This is an optimization exercise on Yosys and OpenROAD, whose aim is small area, not a production implementation.
At most, simulation tests tie the RTL to the original design; equivalence was not proved.
No driver is modelled on the clock port, so clocking that relies on it looks cheaper here than on a real chip.
Power and IR drop assume default switching activity.

## Mono_Pong
module Mono_Pong(input clk, input rst, input start, input stop, input push_1, input push_2,
					output [13:0] disp_score, output LED_r, output LED_g,
					output [9:0] LED, output [6:0] disp_level, output [1:0] blue,
					output [3:0] zybo_LED);
==> flow/config.mk <==
export PLATFORM = sky130hd
export DESIGN_NAME = Mono_Pong
export DESIGN_NICKNAME = Mono_Pong
export VERILOG_FILES = /design/flow/design.v
export SDC_FILE = /design/flow/constraint.sdc
export NUM_CORES = 4
export LEC_CHECK = 0
export ABC_AREA = 1
export CAP_MARGIN = 20
export CORE_MARGIN = 2
export CORE_UTILIZATION = 70
export SLEW_MARGIN = 20
==> flow/constraint.sdc <==
create_clock -name core_clock -period 10.0 [get_ports {clk}]
set_input_delay 2.0000 -clock core_clock [delete_from_list [all_inputs] [get_ports {clk}]]
set_output_delay 2.0000 -clock core_clock [all_outputs]
set_load 0.01 [all_outputs]
standard.sh (not shown) runs the stock make flow with config.mk's settings and CLKGATE_MAP_FILE= SYNTH_SCRIPT=/design/flow/synth_recipe.tcl, a recipe that flattens the netlist after the stock synthesis.
==> flow/flow/run.sh <==
#!/bin/bash
# Own layout flow: the standard synthesis, then the combinational logic between the
# standard synthesis's flip-flops is re-mapped by ABC for area (flip-flops, their names and
# cell types are kept as the standard synthesis made them), then the standard layout.
# Each tool's output goes to a log file of its own in the work folder.
set -euo pipefail
W=$(pwd)
R=$W/orfs/results/${FLOW_PLATFORM}/Mono_Pong/base
LIB=$FLOW_HOME/platforms/${FLOW_PLATFORM}/lib/sky130_fd_sc_hd__tt_025C_1v80.lib
YOSYS=$(command -v yosys || echo "$FLOW_HOME/../tools/install/yosys/bin/yosys")

bash standard.sh synth > "$W/synth.log" 2>&1
cp "$R/1_2_yosys.v" "$W/standard_synth.v"

SEQ=$(grep -oE "sky130_fd_sc_hd__[a-z0-9_]+" "$W/standard_synth.v" | sort -u | grep -E "__(e?df|sdf|dl|conb)" | tr '\n' ' ')
sed -e "s|@LIB@|$LIB|g" -e "s|@SEQ@|$SEQ|g" -e "s|@IN@|$W/standard_synth.v|g" \
    -e "s|@OUT@|$W/resynth.v|g" -e "s|@ABC@|$W/flow/area.abc|g" -e "s|@TOP@|$FLOW_TOP|g" \
    "$W/flow/resynth.ys" > "$W/resynth_run.ys"
"$YOSYS" -s "$W/resynth_run.ys" > "$W/resynth.log" 2>&1

grep -E "sky130_fd_sc_hd__(e?df|sdf|dl)[a-z0-9_]* " "$W/standard_synth.v" | sort > "$W/ff_standard.txt"
grep -E "sky130_fd_sc_hd__(e?df|sdf|dl)[a-z0-9_]* " "$W/resynth.v" | sort > "$W/ff_resynth.txt"
if cmp -s "$W/ff_standard.txt" "$W/ff_resynth.txt"; then
  cp "$W/resynth.v" "$R/1_2_yosys.v"
else
  echo "flip-flops differ after re-mapping; keeping the standard netlist" >> "$W/resynth.log"
fi
touch "$R/1_2_yosys.v"

# ports get the smallest plain buffer instead of the delay buffer buffer_ports picks itself
export BUFFER_PORTS_ARGS="-buffer_cell sky130_fd_sc_hd__buf_1"
bash standard.sh finish > "$W/layout.log" 2>&1
==> flow/flow/area.abc <==
strash
&get -n
&deepsyn -T 60
&put
strash
dch -f
map -a
topo
==> flow/flow/resynth.ys <==
# re-map the combinational logic of the standard synthesis netlist; flip-flops stay as they are
read_liberty -ignore_miss_func @LIB@
blackbox @SEQ@
read_verilog @IN@
hierarchy -top @TOP@
flatten
rename -hide w:*.*
opt -purge
abc -liberty @LIB@ -dont_use *probe* -dont_use *lpflow* -dont_use *clkbuf* -dont_use *clkinv* -script @ABC@
opt_clean -purge
setundef -zero
splitnets
opt_clean -purge
hilomap -singleton -hicell sky130_fd_sc_hd__conb_1 HI -locell sky130_fd_sc_hd__conb_1 LO
insbuf -buf sky130_fd_sc_hd__buf_1 A X
opt_clean -purge
stat -liberty @LIB@
write_verilog -noattr -nohex -nodec @OUT@
The starting point went through all stages and came out clean.
Rerun with:
- CTS_BUF_LIST: default -> sky130_fd_sc_hd__clkbuf_4
- CTS_CLUSTER_SIZE: default -> 30
Result: Die area is unchanged. Hold slack stays the same. Routed wire length stays the same. Power does not change.
No run of this note included a check of the RTL's function; only the layout flow was run.

* * *

Mono_Pong, a different RTL version from the one above (not shown whole).
Size in the first run: about 230 cells after synthesis, ~45 I/O pins.
// Mono_Pong
module Mono_Pong(input clk, input rst, input start, input stop, input push_1, input push_2,
					output [13:0] disp_score, output LED_r, output LED_g,
					output [9:0] LED, output [6:0] disp_level, output [1:0] blue,
					output [3:0] zybo_LED);
==> flow/config.mk <==
export PLATFORM = sky130hd
export DESIGN_NAME = Mono_Pong
export DESIGN_NICKNAME = Mono_Pong
export VERILOG_FILES = /design/flow/design.v
export SDC_FILE = /design/flow/constraint.sdc
export NUM_CORES = 4
export LEC_CHECK = 0
export ABC_AREA = 1
export CAP_MARGIN = 20
export CORE_AREA = 2.3 2.72 59.8 59.84
export CTS_BUF_LIST = sky130_fd_sc_hd__clkbuf_4
export CTS_CLUSTER_DIAMETER = 100
export CTS_CLUSTER_SIZE = 30
export DIE_AREA = 0 0 62 62
export SLEW_MARGIN = 20
==> flow/constraint.sdc <==
create_clock -name core_clock -period 10.0 [get_ports {clk}]
set_input_delay 2.0000 -clock core_clock [delete_from_list [all_inputs] [get_ports {clk}]]
set_output_delay 2.0000 -clock core_clock [all_outputs]
set_load 0.01 [all_outputs]
==> flow/flow/run.sh <==
#!/bin/bash
# Own layout flow: the standard synthesis, then the combinational logic between the
# standard synthesis's flip-flops is re-mapped by ABC for area (flip-flops, their names and
# cell types are kept as the standard synthesis made them), then the standard layout
# with plain buf_1 port buffers and a one-buffer clock tree. The re-mapping is tried with eight ABC seeds; the smallest
# netlist is kept.
# Each tool's output goes to a log file of its own in the work folder.
set -euo pipefail
W=$(pwd)
R=$W/orfs/results/${FLOW_PLATFORM}/Mono_Pong/base
LIB=$FLOW_HOME/platforms/${FLOW_PLATFORM}/lib/sky130_fd_sc_hd__tt_025C_1v80.lib
YOSYS=$(command -v yosys || echo "$FLOW_HOME/../tools/install/yosys/bin/yosys")

bash standard.sh synth > "$W/synth.log" 2>&1
cp "$R/1_2_yosys.v" "$W/standard_synth.v"
SEQ=$(grep -oE "sky130_fd_sc_hd__[a-z0-9_]+" "$W/standard_synth.v" | sort -u | grep -E "__(e?df|sdf|dl|conb)" | tr '\n' ' ')
ffs() { grep -E "sky130_fd_sc_hd__(e?df|sdf|dl)[a-z0-9_]* " "$1" | sort; }
ffs "$W/standard_synth.v" > "$W/ff_standard.txt"

resynth() { # input netlist, seed -> resynth_<seed>.v, resynth_<seed>.log
  local in=$1 s=$2
  sed "s|@SEED@|$s|" "$W/flow/area.abc" > "$W/area_$s.abc"
  sed -e "s|@LIB@|$LIB|g" -e "s|@SEQ@|$SEQ|g" -e "s|@IN@|$in|g" \
      -e "s|@OUT@|$W/resynth_$s.v|g" -e "s|@ABC@|$W/area_$s.abc|g" -e "s|@TOP@|$FLOW_TOP|g" \
      "$W/flow/resynth.ys" > "$W/resynth_$s.ys"
  "$YOSYS" -s "$W/resynth_$s.ys" > "$W/resynth_$s.log" 2>&1 || true
}
best="$W/standard_synth.v"; best_area=1e12
pick() { # keep the smallest valid netlist among the given seeds
  for s in "$@"; do
    [[ -s "$W/resynth_$s.v" ]] || continue
    ffs "$W/resynth_$s.v" > "$W/ff_$s.txt"
    cmp -s "$W/ff_standard.txt" "$W/ff_$s.txt" || continue
    a=$(grep -a "Chip area" "$W/resynth_$s.log" | tail -1 | awk '{print $NF}')
    if awk -v a="$a" -v b="$best_area" 'BEGIN{exit !(a<b)}'; then best="$W/resynth_$s.v"; best_area=$a; fi
  done
}
for s in 1 2 3 4; do resynth "$W/standard_synth.v" $s & done; wait
pick 1 2 3 4
for s in 5 6 7 8; do resynth "$W/standard_synth.v" $s & done; wait
pick 5 6 7 8
echo "kept $best ($best_area um2)" > "$W/resynth_choice.log"
cp "$best" "$W/resynth.v"
cp "$best" "$R/1_2_yosys.v"
touch "$R/1_2_yosys.v"

# ports get the smallest plain buffer instead of the delay buffer buffer_ports picks itself
export BUFFER_PORTS_ARGS="-buffer_cell sky130_fd_sc_hd__buf_1"
# after CTS, one clock buffer drives all flip-flops (see post_cts.tcl)
export POST_CTS_TCL="$W/flow/post_cts.tcl"
export POST_CTS_ROOT_BUF=sky130_fd_sc_hd__clkbuf_8
bash standard.sh finish > "$W/layout.log" 2>&1
==> flow/flow/post_cts.tcl <==
# Run by ORFS's cts step after its clock tree (POST_CTS_TCL): the tree TritonCTS built for this
# small design (a root buffer and four leaf buffers) is replaced by its root buffer alone,
# sized up, driving every flip-flop clock pin. All flip-flops keep a common clock arrival.
# Nothing changes unless the tree is made only of clkbuf cells and flip-flop clock pins.
set block [ord::get_db_block]
set db [ord::get_db]
set port_net [[$block findBTerm clk] getNet]
set root ""
foreach it [$port_net getITerms] {
  set inst [$it getInst]
  if {[string match "sky130_fd_sc_hd__clkbuf_*" [[$inst getMaster] getName]]} { lappend root $inst }
}
if {[llength $root] != 1} {
  puts "post_cts: [llength $root] buffers on the clock port, tree kept"
  return
}
set root_out [[$root findITerm X] getNet]
set bufs {}
set sinks {}
set ok 1
set queue [list $root_out]
while {[llength $queue]} {
  set n [lindex $queue 0]
  set queue [lrange $queue 1 end]
  foreach it [$n getITerms] {
    set inst [$it getInst]
    if {$inst eq $root} continue
    set m [[$inst getMaster] getName]
    set pin [[$it getMTerm] getName]
    if {[string match "sky130_fd_sc_hd__clkbuf_*" $m] && $pin eq "A"} {
      lappend bufs $inst
      lappend queue [[$inst findITerm X] getNet]
    } elseif {[string match "sky130_fd_sc_hd__*df*" $m] && $pin eq "CLK"} {
      lappend sinks $it
    } else {
      puts "post_cts: unexpected clock load $m/$pin, tree kept"
      set ok 0
    }
  }
}
if {!$ok} { return }
puts "post_cts: replacing [llength $bufs] leaf buffers, [llength $sinks] flip-flop clock pins"
foreach it $sinks {
  $it disconnect
  $it connect $root_out
}
foreach b $bufs {
  set n [[$b findITerm X] getNet]
  odb::dbInst_destroy $b
  if {$n ne "NULL" && [llength [$n getITerms]] == 0} { odb::dbNet_destroy $n }
}
$root swapMaster [$db findMaster $::env(POST_CTS_ROOT_BUF)]
detailed_placement
check_placement -verbose
estimate_parasitics -placement
report_clock_skew
Scripts as last shown in full above: flow/flow/resynth.ys
Other scripts of this flow, unchanged in this note and not shown: flow/flow/area.abc
The starting point did not get past clock tree synthesis (4_1_cts).
Edit:
--- a/flow/flow/run.sh
+++ b/flow/flow/run.sh
@@ -4,3 +4,3 @@
 # cell types are kept as the standard synthesis made them), then the standard layout
-# with plain buf_1 port buffers and a one-buffer clock tree. The re-mapping is tried with eight ABC seeds; the smallest
+# with plain buf_1 port buffers. The re-mapping is tried with eight ABC seeds; the smallest
 # netlist is kept.
@@ -48,5 +48,2 @@
 export BUFFER_PORTS_ARGS="-buffer_cell sky130_fd_sc_hd__buf_1"
-# after CTS, one clock buffer drives all flip-flops (see post_cts.tcl)
-export POST_CTS_TCL="$W/flow/post_cts.tcl"
-export POST_CTS_ROOT_BUF=sky130_fd_sc_hd__clkbuf_8
 bash standard.sh finish > "$W/layout.log" 2>&1
removed: flow/flow/post_cts.tcl
- The new run passed the timing, design-rule and antenna checks
- synthesized cell count stays the same
- synthesized area is unchanged
Edit:
--- a/flow/flow/run.sh
+++ b/flow/flow/run.sh
@@ -4,4 +4,4 @@
 # cell types are kept as the standard synthesis made them), then the standard layout
-# with plain buf_1 port buffers. The re-mapping is tried with eight ABC seeds; the smallest
-# netlist is kept.
+# with plain buf_1 port buffers and without CTS's dummy clock loads. The re-mapping is tried
+# with twelve ABC seeds; the smallest netlist is kept.
 # Each tool's output goes to a log file of its own in the work folder.
@@ -41,2 +41,4 @@
 pick 5 6 7 8
+for s in 9 10 11 12; do resynth "$W/standard_synth.v" $s & done; wait
+pick 9 10 11 12
 echo "kept $best ($best_area um2)" > "$W/resynth_choice.log"
@@ -48,2 +50,3 @@
 export BUFFER_PORTS_ARGS="-buffer_cell sky130_fd_sc_hd__buf_1"
+export CTS_ARGS="-sink_clustering_enable -repair_clock_nets -sink_clustering_size 30 -sink_clustering_max_diameter 100 -buf_list sky130_fd_sc_hd__clkbuf_4 -dont_use_dummy_load"
 bash standard.sh finish > "$W/layout.log" 2>&1
What happened: Sequential share of layout area rose by 0.35 points. Wire length stays flat. Global-route usage went down by 0.17 points.

re-timing with driven ports:
In the flow no input, the clock included, has a driving cell. The finished layouts below were timed again as built, in two steps.
Step 1 (the two cells are an assumption about what drives the block):
set clk [get_ports {clk}]
set_driving_cell -lib_cell sky130_fd_sc_hd__clkbuf_16 $clk
set_driving_cell -lib_cell sky130_fd_sc_hd__buf_2 [delete_from_list [all_inputs] $clk]
Step 2 adds t to the input delays and takes it off the output delays; t is the mean of the earliest and latest rising clock arrival at the registers after step 1. Input paths then give back, and output paths get back, about the clock's delay inside the block.
Slacks: no drivers / after step 1 / after step 2; pairs: no drivers / after step 1.
| run | t (ns) | slack for setup (ns) | cell pins on the clock port's net |
|---|---|---|---|
| the first run of note 1 | 0.349 | 5.736 / 5.713 / 5.713 | 1 |
| the second run of note 1 | 0.349 | 5.736 / 5.713 / 5.713 | 1 |
| the second run of note 2 | 0.342 | 5.711 / 5.687 / 5.687 | 1 |
| the third run of note 2 | 0.337 | 5.711 / 5.687 / 5.687 | 1 |
After both steps every run listed still meets setup and hold.
